Source: an optimization exercise on an open RTL-to-GDS flow (aim: small area). Production flows keep margins and buffers that such runs may drop. The RTL was checked by simulation tests, not by an equivalence proof against the original design. Power and IR drop assume default switching activity.

==> v16: inputs <==
==> flow/design.v <==
module Compare_fp(
    output ge,
    input [31:0] a,
    input [31:0] b
);
    wire [31:0] c;
    assign c[0] = ~a[31];
    genvar i;
    generate for (i = 0; i < 31; i = i + 1) begin : g
        assign c[i+1] = (a[i] & ~b[i]) | ((a[i] | ~b[i]) & c[i]);
    end endgenerate
    assign ge = (a[31] ^ b[31]) ? ~a[31] : (c[31] ^ a[31]);
endmodule
module addSub(
    output [31:0] o,
    input  [31:0] a,
    input  [31:0] b,
    input         s
);
    wire as_ = a[31];
    wire bs_ = b[31] ^ s;
    wire [31:0] cc;
    assign cc[0] = 1'b0;
    genvar i;
    generate for (i = 0; i < 31; i = i + 1) begin : gc
        assign cc[i+1] = (b[i] & ~a[i]) | ((b[i] | ~a[i]) & cc[i]);
    end endgenerate
    wire swap = cc[31];
    wire [30:0] xm = swap ? b[30:0] : a[30:0];
    wire [30:0] ym = swap ? a[30:0] : b[30:0];
    wire xs = swap ? bs_ : as_;
    wire ys = swap ? as_ : bs_;
    wire [7:0] xe = xm[30:23];
    wire [7:0] ye = ym[30:23];
    wire [7:0] sh;
    wire shc;
    rca #(8) ush(.s(sh), .co(shc), .a(xe), .b(~ye), .ci(1'b1));
    wire far = (sh[7:5] != 3'b0) | (sh[4:3] == 2'b11);
    wire [23:0] y0 = {1'b1, ym[22:0]};
    wire [23:0] y1 = sh[0] ? {1'b0,  y0[23:1]} : y0;
    wire [23:0] y2 = sh[1] ? {2'b0,  y1[23:2]} : y1;
    wire [23:0] y3 = sh[2] ? {4'b0,  y2[23:4]} : y2;
    wire [23:0] y4 = sh[3] ? {8'b0,  y3[23:8]} : y3;
    wire [23:0] y5 = sh[4] ? {16'b0, y4[23:16]} : y4;
    wire [23:0] ya = far ? 24'b0 : y5;
    wire sub = xs ^ ys;
    wire [23:0] t;
    wire tc;
    rca #(24) uad(.s(t), .co(tc), .a({1'b1, xm[22:0]}), .b(ya ^ {24{sub}}), .ci(sub));
    wire [24:0] v0 = {tc & ~sub, t};
    wire z16 = (v0[24:9] == 16'b0);
    wire [24:0] v1 = z16 ? {v0[8:0], 16'b0} : v0;
    wire z8  = (v1[24:17] == 8'b0);
    wire [24:0] v2 = z8 ? {v1[16:0], 8'b0} : v1;
    wire z4  = (v2[24:21] == 4'b0);
    wire [24:0] v3 = z4 ? {v2[20:0], 4'b0} : v2;
    wire z2  = (v3[24:23] == 2'b0);
    wire [24:0] v4 = z2 ? {v3[22:0], 2'b0} : v3;
    wire z1  = ~v4[24];
    wire [24:0] v5 = z1 ? {v4[23:0], 1'b0} : v4;
    wire zero = ~v5[24];
    wire [4:0] lz = {z16, z8, z4, z2, z1};
    wire [7:0] k = 8'd1 - {3'b0, lz};
    wire [7:0] te;
    wire tec;
    rca #(8) uex(.s(te), .co(tec), .a(xe), .b(k), .ci(1'b0));
    assign o = zero ? 32'b0 : {xs, te, v5[23:1]};
endmodule
module srt_row(
    output [26:0] So,
    output [26:0] Co,
    output        qp,
    output        qn,
    input  [26:0] S,
    input  [26:0] C,
    input  [23:0] D
);
    wire [3:0] y;
    wire yc;
    rca #(4) ue(.s(y), .co(yc), .a(S[26:23]), .b(C[26:23]), .ci(1'b0));
    assign qp = ~y[3];
    assign qn = y[3] & ~(y[2] & y[1] & y[0]);
    wire [26:0] A = ({27{qp}} & ~{3'b000, D}) | ({27{qn}} & {3'b000, D});
    wire [26:0] s = S ^ C ^ A;
    wire [26:0] c = (S & C) | (S & A) | (C & A);
    assign So = {s[25:0], 1'b0};
    assign Co = {c[24:0], qp, 1'b0};
endmodule
module div(
    output [24:0] r,
    output [11:0] qp,
    output [11:0] qn,
    input  [26:0] in2r,
    input  [23:0] D
);
    wire [26:0] S [0:12];
    wire [26:0] C [0:12];
    assign S[0] = in2r;
    assign C[0] = 27'b0;
    genvar i;
    generate for (i = 0; i < 12; i = i + 1) begin : g
        srt_row u(.So(S[i+1]), .Co(C[i+1]), .qp(qp[11-i]), .qn(qn[11-i]),
                  .S(S[i]), .C(C[i]), .D(D));
    end endgenerate
    wire co;
    rca #(25) ucpa(.s(r), .co(co), .a(S[12][25:1]), .b(C[12][25:1]), .ci(1'b0));
endmodule
module rca #(parameter N = 8) (
    output [N-1:0] s,
    output         co,
    input  [N-1:0] a,
    input  [N-1:0] b,
    input          ci
);
    wire [N-1:0] p = a ^ b;
    wire [N-1:0] g = a & b;
    wire [N:0] c;
    assign c[0] = ci;
    genvar i;
    generate for (i = 0; i < N; i = i + 1) begin : g_c
        assign c[i+1] = g[i] | (p[i] & c[i]);
    end endgenerate
    assign s = p ^ c[N-1:0];
    assign co = c[N];
endmodule
module mul100(
    output [31:0] o,
    input  [31:0] a
);
    wire [23:0] m = {1'b1, a[22:0]};
    wire [28:0] t;
    wire [27:0] s9;
    wire c9;
    rca #(28) u1(.s(s9), .co(c9), .a({4'b0, m}), .b({1'b0, m, 3'b0}), .ci(1'b0));
    wire c25;
    rca #(29) u2(.s(t), .co(c25), .a({1'b0, s9}), .b({1'b0, m, 4'b0}), .ci(1'b0));
    wire hi = t[28];
    wire [7:0] e = a[30:23] + (hi ? 8'd7 : 8'd6);
    wire [22:0] f = hi ? t[27:5] : t[26:4];
    assign o = (a == 32'b0) ? 32'b0 : {a[31], e, f};
endmodule
module mul60(
    output [31:0] o,
    input  [31:0] a
);
    wire [23:0] m = {1'b1, a[22:0]};
    wire [27:0] t;
    wire co;
    rca #(28) u0(.s(t), .co(co), .a({m, 4'b0}), .b(~{4'b0, m}), .ci(1'b1));
    wire hi = t[27];
    wire [7:0] e = a[30:23] + (hi ? 8'd6 : 8'd5);
    wire [22:0] f = hi ? t[26:4] : t[25:3];
    assign o = (a == 32'b0) ? 32'b0 : {a[31], e, f};
endmodule
module Controler(
    output reg [2:0] State,
    input            reset,
    input            Clk
);
    always @(posedge Clk or negedge reset) begin
        if (reset == 0)
            State <= 3'd0;
        else if (State == 3'd6)
            State <= 3'd1;
        else if (State == 3'd7)
            State <= 3'd0;
        else
            State <= State + 3'd1;
    end
endmodule
module RGBtoHSV(
    output [31:0] H,
    output [31:0] S,
    output [31:0] V,
    output [31:0] S1,
    output [31:0] S2,
    output [31:0] Corner,
    output [31:0] Delta,
    output [31:0] Max,
    output [2:0]  State,
    input  [31:0] R,
    input  [31:0] G,
    input  [31:0] B,
    input         Clk,
    input         reset
);
    wire [2:0] st;
    Controler ctr(.State(st), .reset(reset), .Clk(Clk));
    assign State = st;
    wire s1 = (st == 3'd1);
    wire s2 = (st == 3'd2);
    wire s3 = (st == 3'd3);
    wire s4 = (st == 3'd4);
    wire s5 = (st == 3'd5);
    wire s6 = (st == 3'd6);
    wire s45 = s4 | s5;
    reg [31:0] rR, rG, rB;
    always @(posedge Clk) begin
        if (s1) begin
            rR <= R;
            rG <= G;
            rB <= B;
        end
    end
    wire geRG, geRB, geGB;
    Compare_fp cRG(.ge(geRG), .a(rR), .b(rG));
    Compare_fp cRB(.ge(geRB), .a(rR), .b(rB));
    Compare_fp cGB(.ge(geGB), .a(rG), .b(rB));
    wire mR = geRG & geRB;
    wire mG = ~mR & geGB;
    wire mB = ~mR & ~geGB;
    wire nB = geRB & geGB;
    wire nG = ~nB & geRG;
    wire nR = ~nB & ~geRG;
    wire [31:0] busMax = ({32{mR}} & rR) | ({32{mG}} & rG) | ({32{mB}} & rB);
    wire [31:0] cornerv = ({32{mG}} & 32'h42F00000) | ({32{mB}} & 32'h43700000);
    reg  [31:0] q1, q2, q3;
    wire aR = (s3 & mR) | (s45 & mB);
    wire aG = (s3 & mG) | (s45 & mR);
    wire aB = (s3 & mB) | (s45 & mG);
    wire aQ = s1 | s2;
    wire [31:0] busA = ({32{aR}} & rR) | ({32{aG}} & rG) | ({32{aB}} & rB) | ({32{aQ}} & q1);
    wire bR = (s3 & nR) | (s45 & mG);
    wire bG = (s3 & nG) | (s45 & mB);
    wire bB = (s3 & nB) | (s45 & mR);
    wire [31:0] busB = ({32{bR}} & rR) | ({32{bG}} & rG) | ({32{bB}} & rB)
                     | ({32{s1}} & cornerv) | ({32{s2}} & 32'h43B40000);
    wire [31:0] aso;
    addSub as0(.o(aso), .a(busA), .b(busB), .s(~aQ));
    wire [31:0] P;
    mul60 m60(.o(P), .a(aso));
    reg  [24:0] rem;
    reg  [10:0] exr;
    reg  [10:0] pst, nst;
    wire first = s1 | s3 | s5;
    wire [31:0] dvf = (s1 | s2) ? 32'h40233333 : ((s3 | s4) ? busMax : q3);
    wire [31:0] ddf = s1 ? busMax : (s3 ? aso : {exr[8:0], rem[22:0]});
    wire [23:0] fc;
    assign fc[0] = 1'b1;
    genvar i;
    generate for (i = 0; i < 23; i = i + 1) begin : gfc
        assign fc[i+1] = (ddf[i] & ~dvf[i]) | ((ddf[i] | ~dvf[i]) & fc[i]);
    end endgenerate
    wire ge = fc[23];
    wire [23:0] nm = {1'b1, ddf[22:0]};
    wire [26:0] in2r = first ? (ge ? {3'b000, nm} : {2'b00, nm, 1'b0})
                             : {rem[24], rem, 1'b0};
    wire [24:0] rnew;
    wire [11:0] qp, qn;
    div dv(.r(rnew), .qp(qp), .qn(qn), .in2r(in2r), .D({1'b1, dvf[22:0]}));
    wire isFF = (dvf[30:0] == 31'b0);
    wire isZ  = (ddf == 32'b0);
    wire [7:0] ex = ddf[30:23] + 8'd127 - dvf[30:23] - {7'b0, ~ge};
    always @(posedge Clk) begin
        rem <= s4 ? {2'b01, P[22:0]} : rnew;
        exr <= s4 ? {2'b00, P[31:23]} : {isFF, isZ, ddf[31] ^ dvf[31], ex};
        pst <= qp[10:0];
        nst <= qn[10:0];
    end
    wire [23:0] qv;
    wire qc;
    rca #(24) ucv(.s(qv), .co(qc), .a({1'b1, pst, qp}), .b(~{1'b0, nst, qn}), .ci(~rnew[24]));
    wire [31:0] divres = exr[10] ? 32'hFFFFFFFF : (exr[9] ? 32'b0 : {exr[8:0], qv[22:0]});
    always @(posedge Clk) begin
        if (s6)
            q1 <= divres;
        else if (s1)
            q1 <= aso;
        else if (s2)
            q1 <= (q1 == 32'hFFFFFFFF) ? 32'b0 : (q1[31] ? aso : q1);
        if (s3)
            q2 <= q3;
        else if (s4)
            q2 <= divres;
        if (s2)
            q3 <= divres;
        else if (s3)
            q3 <= aso;
    end
    assign Max    = busMax;
    assign S1     = busA;
    assign S2     = busB;
    assign Corner = cornerv;
    assign Delta  = q3;
    assign V      = q2;
    mul100 m100(.o(S), .a(q2));
    assign H      = q1;
endmodule
==> flow/flow/run.sh <==
#!/bin/bash
# Standard layout, except that the port buffers buffer_ports inserts are
# sky130_fd_sc_hd__buf_1 instead of the default delay buffer.
set -euo pipefail
bash standard.sh "BUFFER_PORTS_ARGS=-buffer_cell sky130_fd_sc_hd__buf_1" finish > standard.log 2>&1
==> flow/standard.sh <==
#!/bin/bash
# synth_recipe.tcl (not shown) runs the flow's synth.tcl, then flattens the netlist and writes it again
# the make line also repeats each setting of config.mk as NAME=value (left out here)
make -C /OpenROAD-flow-scripts/flow DESIGN_CONFIG=/design/flow/config.mk WORK_HOME=/design/flow/orfs CLKGATE_MAP_FILE= SYNTH_SCRIPT=/design/flow/synth_recipe.tcl "${@:-finish}"
==> flow/config.mk <==
export PLATFORM = sky130hd
export DESIGN_NAME = RGBtoHSV
export DESIGN_NICKNAME = RGBtoHSV
export VERILOG_FILES = /design/flow/design.v
export SDC_FILE = /design/flow/constraint.sdc
export NUM_CORES = 8
export LEC_CHECK = 0
export ABC_AREA = 1
export CAP_MARGIN = 20
export CORE_MARGIN = 2
export CORE_UTILIZATION = 45
export PLACE_DENSITY = 0.6
export SLEW_MARGIN = 20
==> flow/constraint.sdc <==
create_clock -name core_clock -period 100.0 [get_ports {Clk}]
set_input_delay 20.0000 -clock core_clock [delete_from_list [all_inputs] [get_ports {Clk}]]
set_output_delay 20.0000 -clock core_clock [all_outputs]
set_load 0.01 [all_outputs]
==> v2 (differences from v16) <==
--- a/flow/design.v
+++ b/flow/design.v
@@ -131,7 +131,9 @@
     wire [28:0] t;
-    wire [27:0] s9;
-    wire c9;
-    rca #(28) u1(.s(s9), .co(c9), .a({4'b0, m}), .b({1'b0, m, 3'b0}), .ci(1'b0));
+    wire [28:0] x0 = {5'b0, m};
+    wire [28:0] x1 = {2'b0, m, 3'b0};
+    wire [28:0] x2 = {1'b0, m, 4'b0};
+    wire [28:0] cs = x0 ^ x1 ^ x2;
+    wire [28:0] cc = (x0 & x1) | (x0 & x2) | (x1 & x2);
     wire c25;
-    rca #(29) u2(.s(t), .co(c25), .a({1'b0, s9}), .b({1'b0, m, 4'b0}), .ci(1'b0));
+    rca #(29) u2(.s(t), .co(c25), .a(cs), .b({cc[27:0], 1'b0}), .ci(1'b0));
     wire hi = t[28];
@@ -252,3 +254,6 @@
     wire isZ  = (ddf == 32'b0);
-    wire [7:0] ex = ddf[30:23] + 8'd127 - dvf[30:23] - {7'b0, ~ge};
+    wire [7:0] ex0, ex;
+    wire exc0, exc1;
+    rca #(8) uex0(.s(ex0), .co(exc0), .a(ddf[30:23]), .b(~dvf[30:23]), .ci(ge));
+    rca #(8) uex1(.s(ex), .co(exc1), .a(ex0), .b(8'h7F), .ci(1'b0));
     always @(posedge Clk) begin
@@ -259,21 +264,22 @@
     end
-    wire [23:0] qv;
-    wire qc;
-    rca #(24) ucv(.s(qv), .co(qc), .a({1'b1, pst, qp}), .b(~{1'b0, nst, qn}), .ci(~rnew[24]));
+    wire [23:0] dp = {1'b1, pst, qp};
+    wire [23:0] dn = {1'b0, nst, qn};
+    wire [24:0] bw;
+    assign bw[0] = rnew[24];
+    generate for (i = 0; i < 24; i = i + 1) begin : gcv
+        assign bw[i+1] = dn[i] | (~dp[i] & bw[i]);
+    end endgenerate
+    wire [23:0] qv = (dp | dn) ^ bw[23:0];
     wire [31:0] divres = exr[10] ? 32'hFFFFFFFF : (exr[9] ? 32'b0 : {exr[8:0], qv[22:0]});
+    wire [31:0] hsel = (q1 == 32'hFFFFFFFF) ? 32'b0 : (q1[31] ? aso : q1);
+    wire h1 = ~(s6 | s1 | s2);
+    wire h2 = ~(s3 | s4);
+    wire h3 = ~(s2 | s3);
+    wire [31:0] q1n = ({32{s6}} & divres) | ({32{s1}} & aso) | ({32{s2}} & hsel) | ({32{h1}} & q1);
+    wire [31:0] q2n = ({32{s3}} & q3) | ({32{s4}} & divres) | ({32{h2}} & q2);
+    wire [31:0] q3n = ({32{s2}} & divres) | ({32{s3}} & aso) | ({32{h3}} & q3);
     always @(posedge Clk) begin
-        if (s6)
-            q1 <= divres;
-        else if (s1)
-            q1 <= aso;
-        else if (s2)
-            q1 <= (q1 == 32'hFFFFFFFF) ? 32'b0 : (q1[31] ? aso : q1);
-        if (s3)
-            q2 <= q3;
-        else if (s4)
-            q2 <= divres;
-        if (s2)
-            q3 <= divres;
-        else if (s3)
-            q3 <= aso;
+        q1 <= q1n;
+        q2 <= q2n;
+        q3 <= q3n;
     end
==> flow/flow/run.sh (replaced) <==
#!/bin/bash
# Standard synthesis, then the combinational logic between the standard
# synthesis's registers, full adders and tie cells is mapped again by ABC for
# area (registers keep their names and cells), then the standard layout
# with sky130_fd_sc_hd__buf_1 as the port buffer and a clock tree
# without dummy loads.
set -euo pipefail
R=orfs/results/${FLOW_PLATFORM}/RGBtoHSV/base
LIB=${FLOW_HOME}/platforms/${FLOW_PLATFORM}/lib/sky130_fd_sc_hd__tt_025C_1v80.lib
bash standard.sh synth > synth.log 2>&1
cp $R/1_2_yosys.v $R/1_2_yosys.std.v
DU=$(sed -n '/^export DONT_USE_CELLS/,/^$/p' ${FLOW_HOME}/platforms/${FLOW_PLATFORM}/config.mk | grep -o 'sky130_fd_sc_hd__[a-z0-9_]*' | sed 's/^/-dont_use /' | tr '\n' ' ')
sed -e "s#@LIB@#${LIB}#g" -e "s#@IN@#$R/1_2_yosys.std.v#g" -e "s#@OUT@#$R/1_2_yosys.v#g" -e "s#@DU@#${DU}#g" \
    flow/resyn.ys.in > resyn.ys
yosys -s resyn.ys > resyn.log 2>&1
bash standard.sh "BUFFER_PORTS_ARGS=-buffer_cell sky130_fd_sc_hd__buf_1" \
    "CTS_ARGS=-sink_clustering_enable -repair_clock_nets -dont_use_dummy_load -buf_list sky130_fd_sc_hd__clkbuf_4 -sink_clustering_size 10" finish > standard.log 2>&1
==> flow/flow/resyn.ys.in (new file) <==
read_liberty -ignore_miss_func @LIB@
read_verilog @IN@
hierarchy -top RGBtoHSV
blackbox sky130_fd_sc_hd__fa_1 sky130_fd_sc_hd__edfxtp_1 sky130_fd_sc_hd__dfxtp_1 sky130_fd_sc_hd__dfrtp_1 sky130_fd_sc_hd__conb_1
flatten
opt_clean
abc -liberty @LIB@ @DU@ -script +&get,-n;&st;&dch;&nf,-R,1000;&put;topo;dnsize
opt_clean -purge
stat -liberty @LIB@
write_verilog -noattr -noexpr -nohex -nodec @OUT@
--- a/flow/config.mk
+++ b/flow/config.mk
@@ -8,6 +8,7 @@
 export ABC_AREA = 1
-export CAP_MARGIN = 20
+export CAP_MARGIN = 10
 export CORE_MARGIN = 2
 export CORE_UTILIZATION = 45
+export GPL_TIMING_DRIVEN = 0
 export PLACE_DENSITY = 0.6
-export SLEW_MARGIN = 20
+export SLEW_MARGIN = 10
==> v7 (differences from v16) <==
==> flow/run.sh (new file) <==
#!/bin/bash
# synth_recipe.tcl (not shown) runs the flow's synth.tcl, then flattens the netlist and writes it again
# the make line also repeats each setting of config.mk as NAME=value (left out here)
make -C /OpenROAD-flow-scripts/flow DESIGN_CONFIG=/design/flow/config.mk WORK_HOME=/design/flow/orfs CLKGATE_MAP_FILE= SYNTH_SCRIPT=/design/flow/synth_recipe.tcl finish
--- a/flow/config.mk
+++ b/flow/config.mk
@@ -7,3 +7,2 @@
 export LEC_CHECK = 0
-export ABC_AREA = 1
 export CAP_MARGIN = 20
removed: flow/flow/run.sh
removed: flow/standard.sh
==> comparison table <==
VDD IR-drop max: v7 0.0128 mV; v2 0.00820 mV; v16 0.0121 mV
Total power of the final layout: v7 0.230 mW; v2 0.188 mW; v16 0.244 mW
Post-synth top flop: v7 edfxtp_1; v2 -; v16 edfxtp_1
Effective utilization at floorplan: v7 45.4%; v2 45.3%; v16 45.4%
Met1 demand-to-capacity share in global routing: v7 54.0%; v2 52.1%; v16 49.7%
Worst hold path cell count: v7 1; v2 2; v16 1
Count of TritonRoute iterations in the first routing pass: v7 9; v2 7; v16 7
Logic gate share of total power: v7 2.0%; v2 1.1%; v16 0.9%
Number of cells produced by synthesis: v7 4,235; v2 3,695; v16 4,650
Layout Area Growth over Synthesis: v7 14.9%; v2 14.5%; v16 9.20%
Net switching power of the design: v7 0.0525 mW; v2 0.0473 mW; v16 0.0585 mW
Power density over the cells: v7 5.60 nW/um^2; v2 5.53 nW/um^2; v16 6.48 nW/um^2
Multiplexer share of the synthesized area: v7 5.81%; v2 -; v16 0.609%
Number of tapcells: v7 1,050; v2 864; v16 1,030
Flip-flop and latch power: v7 0.112 mW; v2 0.107 mW; v16 0.112 mW
Die area: v7 81,800 um^2; v2 68,200 um^2; v16 78,900 um^2
NonClk Buf Share: v7 10.4%; v2 6.36%; v16 4.85%
Internal power contribution: v7 0.178 mW; v2 0.141 mW; v16 0.186 mW
Share of synthesized area occupied by flip-flops and latches: v7 19.6%; v2 -; v16 20.3%
Status: v7 timing/DRC/antenna clean; v2 timing/DRC/antenna clean; v16 timing/DRC/antenna clean
Post-synthesis compound-gate area fraction: v7 20.5%; v2 -; v16 14.9%
Number of storage elements in the synthesis netlist: v7 253; v2 -; v16 253
Register area: v7 7000 um^2; v2 6040 um^2; v16 7000 um^2
Relative slew slack: v7 12.6%; v2 8.81%; v16 18.2%
Synthesized area: v7 35,800 um^2; v2 29,700 um^2; v16 34,500 um^2

[separate check: timing with driven ports]
Ports are ideal in the flow. The routed layouts listed here were re-timed in OpenROAD. Step 1 (the two cells are an assumption about what drives the block):
set clk [get_ports {Clk}]
set_driving_cell -lib_cell sky130_fd_sc_hd__clkbuf_16 $clk
set_driving_cell -lib_cell sky130_fd_sc_hd__buf_2 [delete_from_list [all_inputs] $clk]
Step 2 times the ports against the registers' clock, not the clock port: input delays grow and output delays shrink by t, the midpoint of the rising clock arrivals with the driver on. Slacks: no drivers / after step 1 / after step 2; pairs: no drivers / after step 1.
run | shift t [ns] | setup slack, ns | latest minus earliest clock arrival (ns)
v16 | 0.631 | 16.334 / 16.334 / 16.334 | 0.029 / 0.029
v2 | 0.889 | 6.888 / 6.888 / 6.888 | 0.056 / 0.057
v7 | 0.670 | 17.074 / 17.074 / 17.074 | 0.036 / 0.035
After both steps setup and hold are still met in every run listed.
